What follows belongs to an exercise in optimizing a design on an open flow for small area, a short achievable clock period and few clock cycles; a production flow would make more cautious choices.
At most, simulation tests tie the RTL to the original design; equivalence was not proved.
The clock port is modelled as an ideal driver; clocking choices that lean on that would not hold on a real chip.
Power is estimated from default activity; no workload was simulated.

==> flow/design.v (excerpt) <==
module cpu_pl(
    input clk,
    input rst,
    output [31:0] imem_addr,
    input [31:0] imem_rdata,
    output [31:0] dmem_addr,
    output [31:0] dmem_wdata,
    output [3:0] dmem_wstrb,
    input [31:0] dmem_rdata
);
For scale: roughly 1400 flip-flops, roughly 170 I/O pins, ~66000 µm² of cells after synthesis.
clock: 10.5 ns
lec_check: 0
cap_margin: 20
core_margin: 2
core_utilization: 40
gpl_timing_driven: 1
place_density: 0.5
slew_margin: 20
standard.sh (not shown) runs the stock make flow with config.mk's settings and CLKGATE_MAP_FILE= SYNTH_SCRIPT=/design/flow/synth_recipe.tcl, a recipe that flattens the netlist after the stock synthesis.
==> flow/flow/run.sh <==
#!/bin/bash
# Layout flow: the standard flow (standard.sh), with the port buffers made
# of a fast buffer cell and timing repair aimed below the clock period.
set -euo pipefail
bash standard.sh synth > flow_synth.log 2>&1
bash standard.sh \
    "BUFFER_PORTS_ARGS=-buffer_cell sky130_fd_sc_hd__buf_4" \
    "SETUP_SLACK_MARGIN=${MARGIN:-7}" \
    finish > flow_layout.log 2>&1
Then changed:
--- a/flow/design.v
+++ b/flow/design.v
@@ -27,18 +27,17 @@
 reg e_sub, e_arith, e_passb;
 reg e_pred;
 reg [7:0] e_alt;
 reg w_we;
 reg [4:0] w_rd;
 reg [31:0] w_res;
 reg [31:0] w_sdata;
 reg [3:0] w_strb;
-wire w_st = |w_strb;
-reg [31:0] m_addr;       
+reg [31:0] m_addr;
 reg [31:0] rf [1:31];
 reg [31:1] rf_v;
 wire stall;              
 wire redirect;
 wire [7:0] redirect_pc;
 wire [31:0] alu;
 wire [31:0] ld;
 wire [31:0] fi = imem_rdata;
@@ -233,14 +232,16 @@
         w_we <= e_we;
         w_strb <= e_st ? strb : 4'b0;
     end
 end
 always @(posedge clk) begin
     w_rd <= e_rd;
     w_res <= ex_res;
     w_sdata <= sdata;
-    m_addr <= st_addr;
-end
-assign dmem_addr = {m_addr[31:10], w_st ? m_addr[9:2] : e_agu[9:2], m_addr[1:0]};
+    m_addr[31:10] <= st_addr[31:10];
+    m_addr[1:0] <= st_addr[1:0];
+    m_addr[9:2] <= e_st ? st_addr[9:2] : d_agu[9:2];
+end
+assign dmem_addr = m_addr;
 assign dmem_wdata = w_sdata;
 assign dmem_wstrb = w_strb;
 endmodule
After rerunning: The new run ran to the end with no violations. Power shrinks by about 0.4%. Area after synthesis barely changes. Cell count barely changes. Via count grows by about 2.2%. Fmax grows by about 15%.
No functional check of the RTL was part of any run of this note.

---

## rev 12
cpu_pl, a different RTL version from the one above (not shown whole).
Size: roughly 5200 cells after synthesis, ~170 I/O pins, about 65000 um2 of cells after synthesis.
Design cpu_pl, start of the top module:
module cpu_pl(
    input clk,
    input rst,
    output [31:0] imem_addr,
    input [31:0] imem_rdata,
    output [31:0] dmem_addr,
    output [31:0] dmem_wdata,
    output [3:0] dmem_wstrb,
    input [31:0] dmem_rdata
);
Settings: LEC_CHECK=0, CAP_MARGIN=10, CORE_MARGIN=2, CORE_UTILIZATION=40, CTS_CLUSTER_DIAMETER=125, CTS_CLUSTER_SIZE=24, GPL_TIMING_DRIVEN=1, PLACE_DENSITY=0.5, SLEW_MARGIN=10, SYNTH_HIERARCHICAL=1, SYNTH_MINIMUM_KEEP_SIZE=0; clock period 10.5 ns.
==> flow/flow/run.sh <==
#!/bin/bash
# Layout flow: the standard flow (standard.sh), with the port buffers made
# of a small buffer cell, timing repair aimed below the clock period, and a
# second round of setup repair after clock tree synthesis.
set -euo pipefail
F=$(cd "$(dirname "$0")" && pwd)
bash standard.sh synth > flow_synth.log 2>&1
bash standard.sh \
    "BUFFER_PORTS_ARGS=-buffer_cell sky130_fd_sc_hd__buf_1" \
    "SETUP_SLACK_MARGIN=7" \
    "POST_CTS_TCL=$F/post_cts.tcl" \
    finish > flow_layout.log 2>&1
==> flow/flow/post_cts.tcl <==
# a second round of setup repair after clock tree synthesis
estimate_parasitics -placement
repair_timing -setup -setup_margin $::env(SETUP_SLACK_MARGIN) -repair_tns 100 -max_passes 1000 -verbose
detailed_placement
check_placement -verbose
### rev 12 -> rev 13
--- a/flow/design.v
+++ b/flow/design.v
@@ -195,18 +195,17 @@
          | ({32{sh_more}} & {27'b0, e_b[4:0] - 5'd3});
     e_i <= {d_inst[31:25], d_inst[11:7]};
     e_pred <= d_inst[31];
     e_alt <= d_alt;
 end
 wire [31:0] a = e_a;
 wire [31:0] b = e_b;
-wire [31:0] sum = a + b;
-wire [32:0] dif = {1'b0, a} - {1'b0, b};
+wire [31:0] sum = a + (e_sub ? ~b : b) + {31'b0, e_sub};
 wire c_eq = a == b;
-wire c_ltu = dif[32];
+wire c_ltu = a < b;
 wire c_lt = (a[31] ^ b[31]) ? a[31] : c_ltu;
 assign sh_more = e_shf && b[4:2] != 3'b000;
 wire [1:0] sh_n = b[1:0] | {2{sh_more}};
 wire left = ~e_f3[2];
 wire [31:0] sh_in;
 wire [31:0] sh_out;
 genvar gi;
@@ -219,15 +218,15 @@
 wire [31:0] sh_1 = sh_n[0] ? {sh_fill, sh_in[31:1]} : sh_in;
 wire [31:0] sh_r = sh_n[1] ? {{2{sh_fill}}, sh_1[31:2]} : sh_1;
 generate
     for (gi = 0; gi < 32; gi = gi + 1) begin : rev2
         assign sh_out[gi] = left ? sh_r[31 - gi] : sh_r[gi];
     end
 endgenerate
-assign alu = ({32{e_op[0] & ~e_sub}} & sum) | ({32{e_op[0] & e_sub}} & dif[31:0]) | ({32{e_op[1] | e_op[5]}} & sh_out)
+assign alu = ({32{e_op[0]}} & sum) | ({32{e_op[1] | e_op[5]}} & sh_out)
            | {31'b0, (e_op[2] & c_lt) | (e_op[3] & c_ltu)}
            | ({32{e_op[4]}} & (a ^ b)) | ({32{e_op[6]}} & (a | b))
            | ({32{e_op[7]}} & (a & b)) | ({32{e_op[8]}} & b);
 wire cond = (e_f3[2] ? (e_f3[1] ? c_ltu : c_lt) : c_eq) ^ e_f3[0];
 wire br_mis = e_br && (cond != e_pred);
 wire [9:0] e_agu = m_addr[9:0];
 wire jalr_mis = e_jalr && (e_agu[9:2] != e_alt);
- Maximum VDD drop, rev 13 and rev 12: smaller value in rev 13
- On area taken by flip-flops and latches, rev 13 and rev 12 are neck and neck.
- In rev 13, core occupancy in the finished layout is lower than in rev 12.
- Multi-input combinational area share is higher on rev 12
- Diff rev 12..rev 13 | vias per cell | negligible
- Power per unit of standard cell area: higher on rev 12
- Taking rev 12 as the reference, in rev 13 xor/xnor cell area share of the yosys netlist saw an increase; fraction of the mapped netlist area in compound gates down 1.0 points.
- Looking at die area across both flows, rev 13 is the stronger of the two, with rev 12 trailing.
- Relative to rev 12, post-synthesis to final-layout area growth has decreased by 0.88 points in rev 13.
- Rev 13 against rev 12: slack of the worst reg-to-reg path grew by 0.11 ns; post-route cell area shrank by 1300 um2.
- Summary of rev 13 over rev 12: instance count of the mapped netlist decreased by 76 relative to the old numbers; sequential share of layout area increased by 0.84 points relative to the old numbers.
Testbench counts of rev 13, summed over its fixed seeds: cycles 442,009.
Only the layout flow was run in rev 12; the RTL was not checked for function there.

---

cpu_pl, a different RTL version from the one above (not shown whole).
Size: about 1300 flip-flops, ~0.064 mm^2 of cells after synthesis.
==> flow/design.v (excerpt) <==
module cpu_pl(
    input clk,
    input rst,
    output [31:0] imem_addr,
    input [31:0] imem_rdata,
    output [31:0] dmem_addr,
    output [31:0] dmem_wdata,
    output [3:0] dmem_wstrb,
    input [31:0] dmem_rdata
);
Settings: LEC_CHECK=0, CAP_MARGIN=10, CORE_MARGIN=2, CORE_UTILIZATION=40, CTS_CLUSTER_DIAMETER=125, CTS_CLUSTER_SIZE=24, GPL_TIMING_DRIVEN=1, PLACE_DENSITY=0.5, SLEW_MARGIN=10, SYNTH_HIERARCHICAL=1, SYNTH_MINIMUM_KEEP_SIZE=0; clock period 10.5 ns.
==> flow/flow/post_cts.tcl <==
# a second round of setup repair after clock tree synthesis
estimate_parasitics -placement
repair_timing -setup -setup_margin 7.3 -repair_tns 100 -max_passes 1000 -verbose
detailed_placement
check_placement -verbose
Scripts as last shown in full above: flow/flow/run.sh
The baseline passed the timing, design-rule and antenna checks.
Edit:
--- a/flow/design.v
+++ b/flow/design.v
@@ -7,24 +7,22 @@
     output [31:0] dmem_wdata,
     output [3:0] dmem_wstrb,
     input [31:0] dmem_rdata
 );
 reg [7:0] pc;
 reg [7:0] ras;           
 reg d_valid;
 reg [31:0] d_inst;
 reg [7:0] d_pc;
 reg [7:0] d_alt;         
 reg d_apc, d_bu, d_blink, d_bimm, d_brs2;   
-reg d_fwd1, d_fwd2;      
-reg d_ldfwd;             
 reg [31:1] d_sel1, d_sel2;   
 reg e_we, e_ld, e_st, e_br, e_jalr;
 reg e_shf;               
 reg [4:0] e_rd;
 reg [4:0] e_rs1;         
 reg [2:0] e_mf3;         
 reg [31:0] e_a, e_b;
 reg [11:0] e_i;          
 reg [2:0] e_f3;          
 reg e_sub, e_arith;
 reg [8:0] e_op;          
@@ -85,31 +83,22 @@
         end
     end
 endgenerate
 wire [4:0] n_op = stall ? d_inst[6:2] : fi[6:2];
 always @(posedge clk) begin
     d_apc <= n_op == 5'b00101;
     d_bu <= n_op == 5'b01101 || n_op == 5'b00101;
     d_blink <= n_op == 5'b11011 || n_op == 5'b11001;
     d_bimm <= n_op == 5'b00100;
     d_brs2 <= !(n_op == 5'b01101 || n_op == 5'b00101 || n_op == 5'b11011 || n_op == 5'b11001 || n_op == 5'b00100);
 end
-wire f_uses1 = ~(fi[6:2] == 5'b01101 || fi[6:2] == 5'b00101 || fi[6:2] == 5'b11011);
-wire f_uses2 = fi[6:2] == 5'b01100 || fi[6:2] == 5'b11000 || fi[6:2] == 5'b01000;
-wire f_lw = fi[6:2] == 5'b00000 && fi[14:12] == 3'b010;
-always @(posedge clk) begin
-    d_fwd1 <= sh_more ? fwd1 : !d_stall && d_valid && writes && rd == fi[19:15] && f_uses1;
-    d_fwd2 <= sh_more ? fwd2 : !d_stall && d_valid && writes && rd == fi[24:20] && f_uses2;
-    d_ldfwd <= !stall && d_valid && i_st && f3 == 3'b010 && f_lw
-               && rs1 == fi[19:15] && {d_inst[31:25], d_inst[11:7]} == fi[31:20];
-end
 wire [4:0] op = d_inst[6:2];
 wire [2:0] f3 = d_inst[14:12];
 wire [4:0] rs1 = d_inst[19:15];
 wire [4:0] rs2 = d_inst[24:20];
 wire [4:0] rd = d_inst[11:7];
 wire i_lui = op == 5'b01101;
 wire i_auipc = op == 5'b00101;
 wire i_jal = op == 5'b11011;
 wire i_jalr = op == 5'b11001;
 wire i_br = op == 5'b11000;
 wire i_ld = op == 5'b00000;
@@ -141,23 +130,23 @@
             if (rf_rst || (w_we && w_rd == gr)) begin
                 if (gr == 2) q <= rf_rst ? 32'h00002ffc : w_res;
                 else if (gr == 3) q <= rf_rst ? 32'h00001800 : w_res;
                 else q <= rf_wd;
             end
         end
         assign rf[gr] = q;
     end
 endgenerate
 wire [9:0] d_agu;
 cpl_add10 agu (.a(rv1[9:0]), .b(d_inst[29:20]), .s(d_agu));
-wire ld_fwd = d_ldfwd;
+wire ld_fwd = i_ld && f3 == 3'b010 && e_st && e_mf3 == 3'b010 && rs1 == e_rs1 && d_inst[31:20] == e_i;
 assign d_stall = d_valid && (((i_ld | i_jalr) && e_we && e_rd == rs1) || (i_ld && e_st && !ld_fwd) || (i_jalr && e_st));
 assign stall = d_stall | sh_more;
 wire fwd1 = uses1 && e_we && e_rd == rs1;
 wire fwd2 = uses2 && e_we && e_rd == rs2;
 wire [8:0] d_inc = {1'b0, d_pc} + 9'd1;
 wire [31:0] link = {18'b0, 2'b11, 1'b0, d_inc, 2'b00};
 wire [31:0] pcfull = {18'b0, 2'b11, 2'b00, d_pc, 2'b00};
 wire [31:0] imm_i = {{20{d_inst[31]}}, d_inst[31:20]};
 wire [31:0] imm_u = {d_inst[31:12], 12'b0};
 wire [31:0] a_id = d_apc ? pcfull : rv1;
 wire [31:0] b_id = ({32{ld_fwd}} & e_b) | ({32{d_bu}} & imm_u) | ({32{d_blink}} & link)
@@ -184,28 +173,28 @@
         e_sub <= 1'b0;
         e_arith <= 1'b0;
         e_op <= 9'b0;
     end else if (!sh_more) begin
         e_rd <= rd;
         e_f3 <= (i_opi | i_op | i_br) ? f3 : 3'b000;
         e_sub <= i_op && f3 == 3'b000 && d_inst[30];
         e_arith <= d_inst[30];
         e_op <= (i_lui | i_jal | i_jalr | ld_fwd) ? 9'b100000000 : (i_opi | i_op) ? (9'b000000001 << f3) : 9'b000000001;
     end
 end
-wire fa_ld = d_fwd1 & e_ld & ~sh_more;
-wire fa_alu = (d_fwd1 & ~e_ld) | sh_more;
-wire fa_id = ~d_fwd1 & ~sh_more;
-wire fb_ld = d_fwd2 & e_ld & ~sh_more;
-wire fb_alu = d_fwd2 & ~e_ld & ~sh_more;
-wire fb_id = ~d_fwd2 & ~sh_more;
+wire fa_ld = fwd1 & e_ld & ~sh_more;
+wire fa_alu = (fwd1 & ~e_ld) | sh_more;
+wire fa_id = ~fwd1 & ~sh_more;
+wire fb_ld = fwd2 & e_ld & ~sh_more;
+wire fb_alu = fwd2 & ~e_ld & ~sh_more;
+wire fb_id = ~fwd2 & ~sh_more;
 always @(posedge clk) begin
     e_rs1 <= rs1;
     e_mf3 <= f3;
     e_a <= ({32{fa_ld}} & ld) | ({32{fa_alu}} & alu) | ({32{fa_id}} & a_id);
     e_b <= ({32{fb_ld}} & ld) | ({32{fb_alu}} & alu) | ({32{fb_id}} & b_id)
          | ({32{sh_more}} & {27'b0, e_b[4:0] - 5'd3});
     e_i <= {d_inst[31:25], d_inst[11:7]};
     e_pred <= d_inst[31];
     e_alt <= d_alt;
 end
 wire [31:0] a = e_a;
Cell area went down by 2.0%.
Sequential power rises by about 1%.
Utilization went down by 0.87 points.
Worst hold slack loses 6.3 ps.
Clock power barely changes.
Via count came out lower by 0.92%.
Area after synthesis hardly moves.
Setup slack is better by 79 ps.
Maximum frequency came out higher by 2.2%.
Synthesized cell count rises by 0.65%.
Final cell count went down by 0.52%.
Non-clock buffer count decreases by 76.
Clock-buffer cell count is higher by 2.
Testbench counts after the change, summed over its fixed seeds: cycles 442,009.
The RTL of the first run of this note was laid out without a check of its function.

## what the ideal ports hide
In the flow no input, the clock included, has a driving cell. The finished layouts below were timed again as built, in two steps. Step 1, drivers: a clkbuf_16 drives clk and a buf_2 each remaining input, both assumed. Step 2 moves the port delays by t, midway between the first and last clock arrival at a register: inputs arrive t later, outputs are due t later. That takes back most of the time a late clock gives input paths. a / b / c = no drivers / after step 1 / after step 2; a / b = the first two.
run	t, ns	setup slack, ns	slew at the worst register clock pin (ns)	pins driven straight from the clock port
the first run of note 1	0.876	6.202 / 6.121 / 6.025	0.08 / 0.08	1
the second run of note 1	0.902	6.775 / 6.775 / 6.111	0.07 / 0.07	1
rev 12	0.794	6.852 / 6.852 / 6.271	0.11 / 0.11	1
rev 13	0.791	6.966 / 6.934 / 6.212	0.12 / 0.12	1
the first run of note 3	0.796	6.918 / 6.918 / 6.282	0.11 / 0.11	1
the second run of note 3	0.797	6.997 / 6.954 / 6.386	0.11 / 0.11	1
After both steps setup and hold are still met in every run listed. The setup slack of rev 13, which loses most, moves by -0.032 ns with the drivers and by -0.754 ns with both steps.
